Background: an optimization exercise with open tools, aiming at small area, a short achievable clock period and few clock cycles. Do not read the settings as production practice. At most, simulation tests tie the RTL to the original design; equivalence was not proved. No activity file was given, so power comes from the tool's default toggle rates.

// matrix_mult_pipelined_10
module matrix_mult_pipelined_10 #(parameter DATA_WIDTH = 8)(
    input clk,
    input rst,
    input in_valid,
    input [7:0] in_data,
    output reg in_ready,
    output reg out_valid,
    output reg [2*DATA_WIDTH-1:0] out_data
);
    integer x, k;
    reg [3:0] ph_t, ph_u;      
    reg [3:0] ix_t, ix_u;      
    reg       half;            
    reg       cact;            
    reg       trl;             
    reg [3:0] e;               
    wire fire = in_valid & in_ready;
    wire wr_a = fire & ~half;   
    wire wr_b = fire & half;    
    wire ph_u9 = (ph_u == 4'd9);
    wire ph_t9 = (ph_t == 4'd9);
    wire ph99  = ph_u9 & ph_t9;
    wire ix_u9 = (ix_u == 4'd9);
    wire ix_t9 = (ix_t == 4'd9);
    wire ix0   = (ix_u == 4'd0) & (ix_t == 4'd0);
    wire ph_t9u0 = ph_t9 & (ph_u == 4'd0);
    wire ph89  = (ph_t == 4'd8) & ph_u9;
    wire lt_e  = (ph_u < e);                                     
    wire present = wr_b | lt_e;
    wire start90 = ph_t9u0 & present;
    wire okc = ph_t9 & (ph_t9u0 | trl) & present;                
    wire fail = ph_t9 & ~ph_t9u0 & trl & ~present;
    wire row0_v = okc & ~lt_e;                                   
    wire cact_n  = (okc & ph_u9) | (cact & ~ph89);
    wire idle_nf = ix0 & ~half & ~(cact & ~ph89);
    wire [3:0] p1_u = ph_u9 ? 4'd0 : ph_u + 4'd1;   
    wire [3:0] p1_t = ph_u9 ? (ph_t9 ? 4'd0 : ph_t + 4'd1) : ph_t;
    wire aligned_nf = (p1_u == ix_u) & (p1_t == ix_t);
    wire rdy_nf = idle_nf | aligned_nf;             
    wire [3:0] pn_u = idle_nf ? 4'd0 : p1_u;        
    wire [3:0] pn_t = idle_nf ? 4'd0 : p1_t;
    wire [3:0] i1_u = ix_u9 ? 4'd0 : ix_u + 4'd1;   
    wire [3:0] i1_t = ix_u9 ? (ix_t9 ? 4'd0 : ix_t + 4'd1) : ix_t;
    wire       i1_h = (ix_u9 & ix_t9) ? ~half : half;
    always @(posedge clk or posedge rst) begin
        if (rst) begin
            ph_t <= 4'd0; ph_u <= 4'd0;
            ix_t <= 4'd0; ix_u <= 4'd0;
            half <= 1'b0;
            cact <= 1'b0;
            trl <= 1'b0;
            e <= 4'd0;
            in_ready <= 1'b0;
        end else begin
            in_ready <= fire | rdy_nf;
  ...
Size: ~3800 cells after synthesis, ~1900 flip-flops, ~58000 sq um of cells after synthesis.
clock: 10.0 ns
lec_check: 0
cap_margin: 20
core_margin: 2
core_utilization: 65
cts_cluster_diameter: 100
cts_cluster_size: 30
place_density: 0.75
slew_margin: 20
synth_hierarchical: 1
synth_minimum_keep_size: 0
standard.sh (not shown) runs the stock make flow with config.mk's settings and CLKGATE_MAP_FILE= SYNTH_SCRIPT=/design/flow/synth_recipe.tcl, a recipe that flattens the netlist after the stock synthesis.
==> flow/flow/run.sh <==
#!/bin/bash
# Standard layout (the standard.sh: unchanged synthesis and steps), with
# repair_timing asked to keep a larger setup slack than the default, so the
# resizer also speeds up paths that already meet the 10 ns clock.
bash standard.sh SETUP_SLACK_MARGIN=6.65 finish > standard.log 2>&1
Edit:
--- a/flow/design.v
+++ b/flow/design.v
@@ -9,82 +9,94 @@
 );
     integer x, k;
     reg [3:0] ph_t, ph_u;      
     reg [3:0] ix_t, ix_u;      
     reg       half;            
     reg       cact;            
     reg       trl;             
     reg [3:0] e;               
+    reg       wr_a;            
+    reg       wr_b;            
+    reg       wr_last;         
+    reg [7:0] din_r;
     wire fire = in_valid & in_ready;
-    wire wr_a = fire & ~half;   
-    wire wr_b = fire & half;    
     wire ph_u9 = (ph_u == 4'd9);
     wire ph_t9 = (ph_t == 4'd9);
     wire ph99  = ph_u9 & ph_t9;
     wire ix_u9 = (ix_u == 4'd9);
     wire ix_t9 = (ix_t == 4'd9);
     wire ix0   = (ix_u == 4'd0) & (ix_t == 4'd0);
     wire ph_t9u0 = ph_t9 & (ph_u == 4'd0);
     wire ph89  = (ph_t == 4'd8) & ph_u9;
     wire lt_e  = (ph_u < e);                                     
     wire present = wr_b | lt_e;
     wire start90 = ph_t9u0 & present;
     wire okc = ph_t9 & (ph_t9u0 | trl) & present;                
     wire fail = ph_t9 & ~ph_t9u0 & trl & ~present;
     wire row0_v = okc & ~lt_e;                                   
     wire cact_n  = (okc & ph_u9) | (cact & ~ph89);
-    wire idle_nf = ix0 & ~half & ~(cact & ~ph89);
+    wire idle_nf = ix0 & ~half & ~cact_n;           
     wire [3:0] p1_u = ph_u9 ? 4'd0 : ph_u + 4'd1;   
     wire [3:0] p1_t = ph_u9 ? (ph_t9 ? 4'd0 : ph_t + 4'd1) : ph_t;
-    wire aligned_nf = (p1_u == ix_u) & (p1_t == ix_t);
+    wire       p1_u9 = (p1_u == 4'd9);
+    wire       p1_t9 = (p1_t == 4'd9);
+    wire [3:0] p2_u = p1_u9 ? 4'd0 : p1_u + 4'd1;   
+    wire [3:0] p2_t = p1_u9 ? (p1_t9 ? 4'd0 : p1_t + 4'd1) : p1_t;
+    wire aligned_nf = (p2_u == ix_u) & (p2_t == ix_t);
     wire rdy_nf = idle_nf | aligned_nf;             
-    wire [3:0] pn_u = idle_nf ? 4'd0 : p1_u;        
-    wire [3:0] pn_t = idle_nf ? 4'd0 : p1_t;
+    wire [3:0] pn_u = idle_nf ? 4'd9 : p1_u;        
+    wire [3:0] pn_t = idle_nf ? 4'd9 : p1_t;
     wire [3:0] i1_u = ix_u9 ? 4'd0 : ix_u + 4'd1;   
     wire [3:0] i1_t = ix_u9 ? (ix_t9 ? 4'd0 : ix_t + 4'd1) : ix_t;
     wire       i1_h = (ix_u9 & ix_t9) ? ~half : half;
+    wire       last = half & ix_u9 & ix_t9;
     always @(posedge clk or posedge rst) begin
         if (rst) begin
-            ph_t <= 4'd0; ph_u <= 4'd0;
+            ph_t <= 4'd9; ph_u <= 4'd9;
             ix_t <= 4'd0; ix_u <= 4'd0;
             half <= 1'b0;
             cact <= 1'b0;
             trl <= 1'b0;
             e <= 4'd0;
+            wr_a <= 1'b0; wr_b <= 1'b0; wr_last <= 1'b0;
             in_ready <= 1'b0;
         end else begin
             in_ready <= fire | rdy_nf;
             ph_t <= fire ? p1_t : pn_t;
             ph_u <= fire ? p1_u : pn_u;
+            wr_a <= fire & ~half;
+            wr_b <= fire & half;
+            wr_last <= fire & last;
             if (fire) begin
                 ix_t <= i1_t; ix_u <= i1_u; half <= i1_h;
             end
             cact <= cact_n;
             trl <= okc;
             if (okc & ph_u9)
                 e <= 4'd0;
             else if (fail)
                 e <= ph_u;
         end
     end
+    always @(posedge clk) din_r <= in_data;
     reg [7:0] ra [0:99];
     always @(posedge clk) begin
         for (x = 99; x > 0; x = x - 1) ra[x] <= ra[x-1];
-        ra[0] <= wr_a ? in_data : ra[99];
+        ra[0] <= wr_a ? din_r : ra[99];
     end
     reg [7:0] rb [0:99];    
     always @(posedge clk) begin
         for (k = 0; k < 10; k = k + 1) begin
             for (x = 9; x > 0; x = x - 1) rb[10*k+x] <= rb[10*k+x-1];
-            rb[10*k] <= (wr_b && ph_t == k) ? in_data : rb[10*k+9];
+            rb[10*k] <= (wr_b && ph_t == k) ? din_r : rb[10*k+9];
         end
     end
     reg [7:0] ah [0:9];
-    wire ld_row = (cact & (ph_u == 4'd0)) | (ph_t9u0 & half);
+    wire ld_row = (cact & (ph_u == 4'd0)) | start90;
     always @(posedge clk) begin
         if (ld_row)
             for (k = 0; k < 10; k = k + 1) ah[k] <= ra[89-k];
     end
     wire [7:0] ah0 = ah[0], ah1 = ah[1], ah2 = ah[2], ah3 = ah[3], ah4 = ah[4],
                ah5 = ah[5], ah6 = ah[6], ah7 = ah[7], ah8 = ah[8], ah9 = ah[9];
     wire [7:0] bb0 = rb[0],  bb1 = rb[10], bb2 = rb[20], bb3 = rb[30], bb4 = rb[40],
                bb5 = rb[50], bb6 = rb[60], bb7 = rb[70], bb8 = rb[80], bb9 = rb[90];
Final cell count goes up slightly.
Clock-buffer cell count is higher by 2.
Synthesized area went up slightly.
Wire length goes up slightly.
Design area stays flat.
Clock power rose slightly.
Non-clock buffer count fell by 22.
Sequential share of layout area went up by 0.21 points.
Total power went up by a little under a tenth.
Via count went up slightly.
Testbench counts after the change, summed over its fixed seeds: cycles 10,360.
Function not checked in the first run of this note: the RTL went through the layout flow alone.


== v6 ==
Another version of the RTL of matrix_mult_pipelined_10 (not shown whole).
Size: roughly 3,800 cells after synthesis, about 1,900 flip-flops, roughly 29 I/O pins.
clock: 10.0 ns
lec_check: 0
cap_margin: 20
core_margin: 2
core_utilization: 65
cts_cluster_diameter: 100
cts_cluster_size: 30
place_density: 0.75
slew_margin: 20
synth_hierarchical: 1
synth_minimum_keep_size: 0
==> flow/flow/run.sh <==
#!/bin/bash
# Standard layout (the standard.sh: unchanged synthesis and steps), with
# repair_timing asked to keep a larger setup slack than the default, so the
# resizer also speeds up paths that already meet the 10 ns clock.
bash standard.sh SETUP_SLACK_MARGIN=6.5 finish > standard.log 2>&1
v6: no failed stages, no open violations at the end
Testbench counts of v6, summed over its fixed seeds: cycles 10,440.
Edits applied to the flow inputs when going from v6 to v7:
--- a/flow/design.v
+++ b/flow/design.v
@@ -5,32 +5,42 @@
     input [7:0] in_data,
     output reg in_ready,
     output reg out_valid,
     output reg [2*DATA_WIDTH-1:0] out_data
 );
     integer x, k;
     reg [3:0] ph_t, ph_u;      
     reg [3:0] ix_t, ix_u;      
     reg       half;            
     reg       cact;            
+    reg       trl;             
+    reg [3:0] e;               
     reg       wr_a;            
     reg       wr_b;            
     reg       wr_last;         
     reg [7:0] din_r;
     wire fire = in_valid & in_ready;
     wire ph_u9 = (ph_u == 4'd9);
     wire ph_t9 = (ph_t == 4'd9);
     wire ph99  = ph_u9 & ph_t9;
     wire ix_u9 = (ix_u == 4'd9);
     wire ix_t9 = (ix_t == 4'd9);
     wire ix0   = (ix_u == 4'd0) & (ix_t == 4'd0);
-    wire cact_n  = wr_last | (cact & ~ph99);
+    wire ph_t9u0 = ph_t9 & (ph_u == 4'd0);
+    wire ph89  = (ph_t == 4'd8) & ph_u9;
+    wire lt_e  = (ph_u < e);                                     
+    wire present = wr_b | lt_e;
+    wire start90 = ph_t9u0 & present;
+    wire okc = ph_t9 & (ph_t9u0 | trl) & present;                
+    wire fail = ph_t9 & ~ph_t9u0 & trl & ~present;
+    wire row0_v = okc & ~lt_e;                                   
+    wire cact_n  = (okc & ph_u9) | (cact & ~ph89);
     wire idle_nf = ix0 & ~half & ~cact_n;           
     wire [3:0] p1_u = ph_u9 ? 4'd0 : ph_u + 4'd1;   
     wire [3:0] p1_t = ph_u9 ? (ph_t9 ? 4'd0 : ph_t + 4'd1) : ph_t;
     wire       p1_u9 = (p1_u == 4'd9);
     wire       p1_t9 = (p1_t == 4'd9);
     wire [3:0] p2_u = p1_u9 ? 4'd0 : p1_u + 4'd1;   
     wire [3:0] p2_t = p1_u9 ? (p1_t9 ? 4'd0 : p1_t + 4'd1) : p1_t;
     wire aligned_nf = (p2_u == ix_u) & (p2_t == ix_t);
     wire rdy_nf = idle_nf | aligned_nf;             
     wire [3:0] pn_u = idle_nf ? 4'd9 : p1_u;        
@@ -38,53 +48,60 @@
     wire [3:0] i1_u = ix_u9 ? 4'd0 : ix_u + 4'd1;   
     wire [3:0] i1_t = ix_u9 ? (ix_t9 ? 4'd0 : ix_t + 4'd1) : ix_t;
     wire       i1_h = (ix_u9 & ix_t9) ? ~half : half;
     wire       last = half & ix_u9 & ix_t9;
     always @(posedge clk or posedge rst) begin
         if (rst) begin
             ph_t <= 4'd9; ph_u <= 4'd9;
             ix_t <= 4'd0; ix_u <= 4'd0;
             half <= 1'b0;
             cact <= 1'b0;
+            trl <= 1'b0;
+            e <= 4'd0;
             wr_a <= 1'b0; wr_b <= 1'b0; wr_last <= 1'b0;
             in_ready <= 1'b0;
         end else begin
             in_ready <= fire | rdy_nf;
             ph_t <= fire ? p1_t : pn_t;
             ph_u <= fire ? p1_u : pn_u;
             wr_a <= fire & ~half;
             wr_b <= fire & half;
             wr_last <= fire & last;
             if (fire) begin
                 ix_t <= i1_t; ix_u <= i1_u; half <= i1_h;
             end
             cact <= cact_n;
+            trl <= okc;
+            if (okc & ph_u9)
+                e <= 4'd0;
+            else if (fail)
+                e <= ph_u;
         end
     end
     always @(posedge clk) din_r <= in_data;
     reg [7:0] ra [0:99];
     always @(posedge clk) begin
         for (x = 99; x > 0; x = x - 1) ra[x] <= ra[x-1];
         ra[0] <= wr_a ? din_r : ra[99];
     end
     reg [7:0] rb [0:99];    
     always @(posedge clk) begin
         for (k = 0; k < 10; k = k + 1) begin
             for (x = 9; x > 0; x = x - 1) rb[10*k+x] <= rb[10*k+x-1];
             rb[10*k] <= (wr_b && ph_t == k) ? din_r : rb[10*k+9];
         end
     end
     reg [7:0] ah [0:9];
-    wire ld_row = cact & (ph_u == 4'd0);
+    wire ld_row = (cact & (ph_u == 4'd0)) | start90;
     always @(posedge clk) begin
         if (ld_row)
-            for (k = 0; k < 10; k = k + 1) ah[k] <= ra[99-k];
+            for (k = 0; k < 10; k = k + 1) ah[k] <= ra[89-k];
     end
     wire [7:0] ah0 = ah[0], ah1 = ah[1], ah2 = ah[2], ah3 = ah[3], ah4 = ah[4],
                ah5 = ah[5], ah6 = ah[6], ah7 = ah[7], ah8 = ah[8], ah9 = ah[9];
     wire [7:0] bb0 = rb[0],  bb1 = rb[10], bb2 = rb[20], bb3 = rb[30], bb4 = rb[40],
                bb5 = rb[50], bb6 = rb[60], bb7 = rb[70], bb8 = rb[80], bb9 = rb[90];
     localparam NCUT = 2;
     reg q1597;
     reg q1598;
     reg q1599;
     reg q1600;
@@ -2402,19 +2419,19 @@
         q2042 <= x2041;
     end
     wire [15:0] s_x = {v2103, v2101, v2099, v2097, v2095, v2093, v2091, v2089, v2087, v2085, v2083, v2081, v2079, v2077, v2075, v2073};
     wire [15:0] s_y = {v2104, v2102, v2100, v2098, v2096, v2094, v2092, v2090, v2088, v2086, v2084, v2082, v2080, v2078, v2076, v2074};
     always @(posedge clk) out_data <= s_x + s_y;
     reg [NCUT:0] vp;
     always @(posedge clk or posedge rst) begin
         if (rst) begin
             vp <= 0; out_valid <= 1'b0;
         end else begin
-            vp <= {vp[NCUT-1:0], cact};
+            vp <= {vp[NCUT-1:0], cact | row0_v};
             out_valid <= vp[NCUT];
         end
     end
 endmodule
 module mm10_fa(input a, input b, input c, output s, output co);
     assign s = a ^ b ^ c;
     assign co = (a & b) | (a & c) | (b & c);
 endmodule
Findings:
- Total of fill cells in the finished design grows slightly when moving from v6 to v7.
- Between v7 and v6, the die boundary height does not differ in any meaningful way.
- v7 ends up with a first-pass GRT wire length that is about 4% lower than in v6.
- v7 -> v6: number of stages on the worst hold path delta 0, exact match
- [compare] base=v6 new=v7: fraction of the yosys area taken by sequential cells went down; mux share of post-synthesis cell area did not really move; final instance area went up; arithmetic-cell share of the synthesized area counting full adders, half adders and majority gates did not really move; setup slack went down.
- Cmp v7 vs v6: period utilization higher in v7
- [v7] final worst clock skew fell 8.2 ps relative to v6
- Comparing v7 and v6, the lower critical path arrival was measured on v6.
- v7 vs v6 on fraction of power consumed by the clock network: v7 is the lower one.
Testbench counts of v7, summed over its fixed seeds: cycles 10,360.

[re-timing with driven ports]
The flow's constraints put no driver on any port. The routed layouts listed below were extracted and timed again, unchanged, in two steps.
Step 1, drivers: a clkbuf_16 drives clk and a buf_2 each remaining input, both assumed.
Step 2 times the ports against the registers' clock, not the clock port: input delays grow and output delays shrink by t, the midpoint of the rising clock arrivals with the driver on.
Three values: ideal ports, drivers, drivers and shift; two values: the first two.
run | t (ns) | slack for setup (ns) | slew at the worst register clock pin (ns)
the first run of note 1 | 0.736 | 6.539 / 6.539 / 5.921 | 0.12 / 0.12
the second run of note 1 | 0.748 | 6.601 / 6.601 / 6.195 | 0.12 / 0.12
v6 | 0.770 | 6.555 / 6.545 / 6.555 | 0.12 / 0.12
v7 | 0.750 | 6.531 / 6.531 / 6.190 | 0.12 / 0.12
After both steps every run listed still meets setup and hold. The setup slack of the first run of note 1, which loses most, moves by 0.000 ns with the drivers and by -0.618 ns with both steps.
